From an optimization exercise on the open Yosys and OpenROAD flow, aimed at small area; shortcuts taken in it are not production practice. RTL that was checked went through simulation tests only; none was proved equivalent to the original. The clock port is modelled as an ideal driver, which makes a skipped or thinned clock tree look cheaper than it is; a real chip needs a root buffer or a tree. Power figures rest on the tool's default switching activity, not on a simulated workload.

==> flow/design.v <==
`timescale 1ns / 1ps
module Zad_8_1(
       input logic [15:0] input0,
       output logic [23:0] output0,
       input logic clk,
       input logic rst,
       input logic start,
       output logic ready
    );
logic [17:0] r;      
logic [17:0] g;      
logic [17:0] dr;     
logic [2:0] ph;      
logic initn;         
logic sub;           
logic shr, shg;      
logic cn;            
logic p0, p5, hi, ge3;
logic [2:0] din, op, sum, gin;
logic [3:0] k;
assign p0 = ~ph[2] & ~ph[1] & ~ph[0];
assign p5 = ph[2] & ~ph[1] & ~ph[0];
assign hi  = (dr[15:2] == 14'd0);        
assign ge3 = ~hi | (dr[1] & dr[0]);      
assign din = ~initn ? {p0 & ge3, 2'b00} : {r[1:0], shr};
assign gin = ~initn ? {2'b00, p0}       : {g[1:0], p0 ? sub : shg};
assign op  = dr[2:0] ^ {3{sub}};
assign k[0] = ~cn;
genvar i;
generate for (i = 0; i < 3; i++) begin : g_add
    assign sum[i] = din[i] ^ op[i] ^ k[i];
    assign k[i+1] = (din[i] & op[i]) | (din[i] & k[i]) | (op[i] & k[i]);
end endgenerate
assign ready = initn & p0 & g[17];
always_ff @(posedge clk) begin
    r   <= {sum, r[17:3]};
    g   <= {gin, g[17:3]};
    dr  <= start ? {2'b00, input0} : {dr[2:0], dr[17:3]};
    shr <= r[2] & ~p5;                   
    shg <= g[2];
    if (start)   cn <= 1'b0;
    else if (p5) cn <= sum[2];
    else         cn <= ~k[3];
    if (start)   sub <= 1'b1;
    else if (p5) sub <= ~sum[2];
    if (rst)        ph <= 3'b010;
    else if (start) ph <= 3'b000;
    else if (ready) ph <= 3'b010;
    else            ph <= {ph[1:0], ~ph[2]};
    if (start)   initn <= 1'b0;
    else if (p5) initn <= 1'b1;
end
assign output0 = {{4{hi & ~dr[1] & ~dr[0]}}, hi & ~dr[1], hi & ~dr[0], g[16:0], sub};
endmodule
export LEC_CHECK = 0
export CAP_MARGIN = 20
export CORE_AREA = 2 2 60 60
export DIE_AREA = 0 0 62 62
export PLACE_DENSITY = 0.9
export SLEW_MARGIN = 20
create_clock -name core_clock -period 7.0 [get_ports {clk}]
standard.sh (not shown) runs the stock make flow with config.mk's settings and CLKGATE_MAP_FILE= SYNTH_SCRIPT=/design/flow/synth_recipe.tcl, a recipe that flattens the netlist after the stock synthesis.
==> flow/flow/run.sh <==
#!/bin/bash
# The standard layout (standard.sh) with these changes:
# - buf_1 cells as the port buffers;
# - synthesis's upsized logic cells set back to drive 1 after floorplan (downsize.tcl);
# - a one-level clock distribution (clkb.tcl) in place of TritonCTS;
# - power recovery (downsizing off the critical paths) after global routing.
# make's output goes to standard.log; each ORFS step keeps its own log under orfs/logs.
export OWN_FLOW_DIR=$(pwd)/flow
export BUFFER_PORTS_ARGS="-buffer_cell sky130_fd_sc_hd__buf_1"
export POST_FLOORPLAN_TCL=$OWN_FLOW_DIR/downsize.tcl
export PRE_CTS_TCL=$OWN_FLOW_DIR/cts_pre.tcl
export CLK_NBUF=2
export CLK_BUF=sky130_fd_sc_hd__buf_12
export RECOVER_POWER=100
bash standard.sh > standard.log 2>&1
Other scripts of this flow, unchanged in this note and not shown: flow/flow/clkb.tcl, flow/flow/cts_pre.tcl, flow/flow/downsize.tcl
Edit:
==> flow/design.v (replaced) <==
`timescale 1ns / 1ps
module Zad_8_1(
       input logic [15:0] input0,
       output logic [23:0] output0,
       input logic clk,
       input logic rst,
       input logic start,
       output logic ready
    );
logic [35:0] w;      
logic [17:0] dr;     
logic [2:0] ph;      
logic init;          
logic sub;           
logic sh;            
logic c;             
logic p0, p2, p3, p5, rph, shin, hi, ge3;
logic [5:0] din, op, sum;
logic [6:0] k;
assign p0  = ~ph[2] & ~ph[1] & ~ph[0];
assign p3  = ph[2] & ph[1] & ph[0];
assign p2  = ~ph[2] & ph[1] & ph[0];
assign p5  = ph[2] & ~ph[1] & ~ph[0];
assign rph = ph[2];                      
assign hi  = (dr[15:2] == 14'd0);        
assign ge3 = ~hi | (dr[1] & dr[0]);      
assign shin = p0 ? sub : sh;              
assign din = {w[4:2] & {3{~init}}, (w[1] & ~init) | (p3 & ge3 & init), w[0] & ~init, shin};
assign op  = {6{rph}} & (dr[5:0] ^ {6{sub}});
assign k[0] = c;
genvar i;
generate for (i = 0; i < 6; i++) begin : g_add
    assign sum[i] = din[i] ^ op[i] ^ k[i];
    assign k[i+1] = (din[i] & op[i]) | (din[i] & k[i]) | (op[i] & k[i]);
end endgenerate
assign ready = ~init & p0 & w[17];
always_ff @(posedge clk) begin
    w  <= {sum, w[35:6]};
    dr <= start ? {2'b00, input0} : {dr[5:0], dr[17:6]};
    sh <= w[5] & ~init;                  
    c  <= start ? 1'b0 : p2 ? sub : (k[6] & ~p5);
    if (rst)        ph <= 3'b010;
    else if (start) ph <= 3'b000;
    else if (ready) ph <= 3'b010;
    else            ph <= {ph[1:0], ~ph[2]};
    if (start)   init <= 1'b1;
    else if (p5) init <= 1'b0;
    if (start)   sub <= 1'b1;
    else if (p5) sub <= ~sum[5];
end
assign output0 = {{4{hi & ~dr[1] & ~dr[0]}}, hi & ~dr[1], hi & ~dr[0], w[16:0], sub};
endmodule
Effect: Wire length is higher by 1.8%; utilization is higher by 3.9 points; clock skew is higher by 0.0046 ns; critical path depth rises by 7; fmax decreases by 17%; area after synthesis rises by 8.3%; worst setup slack gets worse by 0.60 ns; final area rises by 6.5%.
In every run of this note, the design's own scripts or RTL, not TritonCTS, make the clock network.

v6:
Another version of the RTL of Zad_8_1 (not shown whole).
For scale: ~160 cells after synthesis, about 61 flip-flops, ~44 I/O pins, about 2000 µm² of cells after synthesis.
==> module Zad_8_1, before the edit <==
module Zad_8_1(
       input logic [15:0] input0,
       output logic [23:0] output0,
       input logic clk,
       input logic rst,
       input logic start,
       output logic ready
    );
logic [35:0] w;      
logic [17:0] dr;     
logic [2:0] ph;      
logic init;          
logic sub;           
logic sh;            
logic c;             
logic p0, p2, p3, p5, rph, shin, hi, ge3;
logic [5:0] din, op, sum;
logic [6:0] k;
assign p0  = ~ph[2] & ~ph[1] & ~ph[0];
assign p3  = ph[2] & ph[1] & ph[0];
assign p2  = ~ph[2] & ph[1] & ph[0];
assign p5  = ph[2] & ~ph[1] & ~ph[0];
assign rph = ph[2];                      
assign hi  = (dr[15:2] == 14'd0);        
assign ge3 = ~hi | (dr[1] & dr[0]);      
assign shin = p0 ? sub : sh;              
assign din = {w[4:2] & {3{~init}}, (w[1] & ~init) | (p3 & ge3 & init), w[0] & ~init, shin};
assign op  = {6{rph}} & (dr[5:0] ^ {6{sub}});
assign k[0] = c;
genvar i;
generate for (i = 0; i < 6; i++) begin : g_add
    assign sum[i] = din[i] ^ op[i] ^ k[i];
    assign k[i+1] = (din[i] & op[i]) | (din[i] & k[i]) | (op[i] & k[i]);
end endgenerate
assign ready = ~init & p0 & w[17];
always_ff @(posedge clk) begin
    w  <= {sum, w[35:6]};
    dr <= start ? {2'b00, input0} : {dr[5:0], dr[17:6]};
    sh <= w[5] & ~init;                  
    c  <= p2 ? sub : (k[6] & ~p5);
    if (rst)        ph <= 3'b010;
    else if (start) ph <= 3'b000;
    else if (ready) ph <= 3'b010;
    else            ph <= {ph[1:0], ~ph[2]};
    if (start)   init <= 1'b1;
    else if (p5) init <= 1'b0;
    if (start)   sub <= 1'b1;
    else if (p5) sub <= ~sum[5];
end
assign output0 = {{4{hi & ~dr[1] & ~dr[0]}}, hi & ~dr[1], hi & ~dr[0], w[16:0], sub};
endmodule
clock: 7.0 ns
lec_check: 0
cap_margin: 20
core_margin: 2
core_utilization: 40
slew_margin: 20
==> flow/flow/run.sh <==
#!/bin/bash
# The standard layout (standard.sh) with these changes:
# - buf_1 cells as the port buffers;
# - synthesis's upsized logic cells set back to drive 1 after floorplan (downsize.tcl);
# - a one-level clock distribution (clkn.tcl) in place of TritonCTS;
# - power recovery (downsizing off the critical paths) after global routing.
# make's output goes to standard.log; each ORFS step keeps its own log under orfs/logs.
export OWN_FLOW_DIR=$(pwd)/flow
export BUFFER_PORTS_ARGS="-buffer_cell sky130_fd_sc_hd__buf_1"
export POST_FLOORPLAN_TCL=$OWN_FLOW_DIR/downsize.tcl
export PRE_CTS_TCL=$OWN_FLOW_DIR/cts_pre.tcl
export CLK_NBUF=2
export CLK_BUF=sky130_fd_sc_hd__clkbuf_16
export RECOVER_POWER=100
bash standard.sh > standard.log 2>&1
Other scripts of this flow, unchanged in this note and not shown: flow/flow/clkn.tcl, flow/flow/cts_pre.tcl, flow/flow/downsize.tcl
The final layout from v6, which completed every stage, passed the timing, design-rule and antenna checks at the end of the flow.
#### Input delta (v7 over v6)
==> flow/design.v, changed modules only <==
module Zad_8_1(
       input logic [15:0] input0,
       output logic [23:0] output0,
       input logic clk,
       input logic rst,
       input logic start,
       output logic ready
    );
logic [35:0] w;      
logic [17:0] dr;     
logic [2:0] ph;      
logic busy;          
logic init;          
logic sh;            
logic c;             
logic p0, p3, p4, p5, rph, sub, shin, hi, ge3, cin;
logic [5:0] din, op, sum;
logic [6:0] k;
assign p0  = ~ph[2] & ~ph[0];
assign p3  = ph[2] & ph[0];
assign p4  = ph[2] & ph[1] & ~ph[0];
assign p5  = ph[2] & ~ph[1];
assign rph = ph[2];                      
assign hi  = (dr[15:2] == 14'd0);        
assign ge3 = ~hi | (dr[1] & dr[0]);      
assign sub  = init | ~(p3 ? w[17] : p4 ? w[11] : w[5]);    
assign shin = p0 ? ~w[35] : sh;          
assign din = init ? {3'b000, p3 & ge3, 1'b0, p0} : {w[4:0], shin};
assign op  = rph ? (dr[5:0] ^ {6{sub}}) : 6'd0;
assign cin = rph & (p3 ? sub : c);
assign k[0] = cin;
genvar i;
generate for (i = 0; i < 6; i++) begin : g_add
    assign sum[i] = din[i] ^ op[i] ^ k[i];
    assign k[i+1] = (din[i] & op[i]) | (din[i] & k[i]) | (op[i] & k[i]);
end endgenerate
assign ready = busy & ~init & p0 & w[17];
always_ff @(posedge clk) begin
    w  <= {sum, w[35:6]};
    dr <= start ? {2'b00, input0} : {dr[5:0], dr[17:6]};
    sh <= w[5];
    c  <= k[6];
    if (start)   ph <= 3'b000;
    else         ph <= {ph[1:0], ~ph[2]};
    if (start)   init <= 1'b1;
    else if (p5) init <= 1'b0;
    if (rst)        busy <= 1'b0;
    else if (start) busy <= 1'b1;
    else if (ready) busy <= 1'b0;
end
assign output0 = {{4{hi & ~dr[1] & ~dr[0]}}, hi & ~dr[1], hi & ~dr[0], w[16:0], ~w[35]};
endmodule
Findings:
- | power | v6 vs v7 | ≈ equal |
- For v7, the combinational family with the most area after synthesis was multiplexers, unlike v6, where it was buffers and inverters.
- Timing endpoint of the critical path = sub$_SDFFE_PP1P_: v6; timing endpoint of the critical path = w[35]$_DFF_P_: v7
- In the final design statistics, v7 uses more standard cells in total than v6.
- Diff v6 -> v7: data arrival at the endpoint of the critical path saw an increase; count of vias placed by the detailed router dropped 4.
- NOTE post-synthesis cell count v6->v7 increased by a few percent
- Against v6, v7 comes in 0.65 ns lower on worst setup slack.
- Relative to v6, the fmax measured on v7 has decreased by more than 10%.
- The fraction of layout cells with a size suffix above 1 of v6 and that of v7 are within noise of each other.
No run of this note included a check of the RTL's function; only the layout flow was run. In every run of this note, the design's own scripts or RTL, not TritonCTS, make the clock network.

-- what the ideal ports hide --
The flow's constraints put no driver on any port. The routed layouts listed below were extracted and timed again, unchanged, in two steps. Step 1: set_driving_cell puts a clkbuf_16 on clk and a buf_2 on each other input, an assumption about the parent block. Step 2 moves the port delays by t, midway between the first and last clock arrival at a register: inputs arrive t later, outputs are due t later. That takes back most of the time a late clock gives input paths. Slacks: ideal ports / drivers / drivers and shift; pairs: ideal ports / drivers.
| run | t, ns | setup WS [ns] | worst setup path after step 2 | worst register clock-pin slew, ns |
|---|---|---|---|---|
| the first run of note 1 | 0.184 | 4.090 / 4.043 / 4.227 | register to output | 0.11 / 0.11 |
| the second run of note 1 | 0.185 | 3.488 / 3.488 / 3.488 | register to register | 0.11 / 0.11 |
| v6 | 0.209 | 3.574 / 3.574 / 3.574 | register to register | 0.12 / 0.12 |
| v7 | 0.207 | 2.923 / 2.923 / 2.923 | register to register | 0.11 / 0.11 |
After both steps every run listed still meets setup and hold.
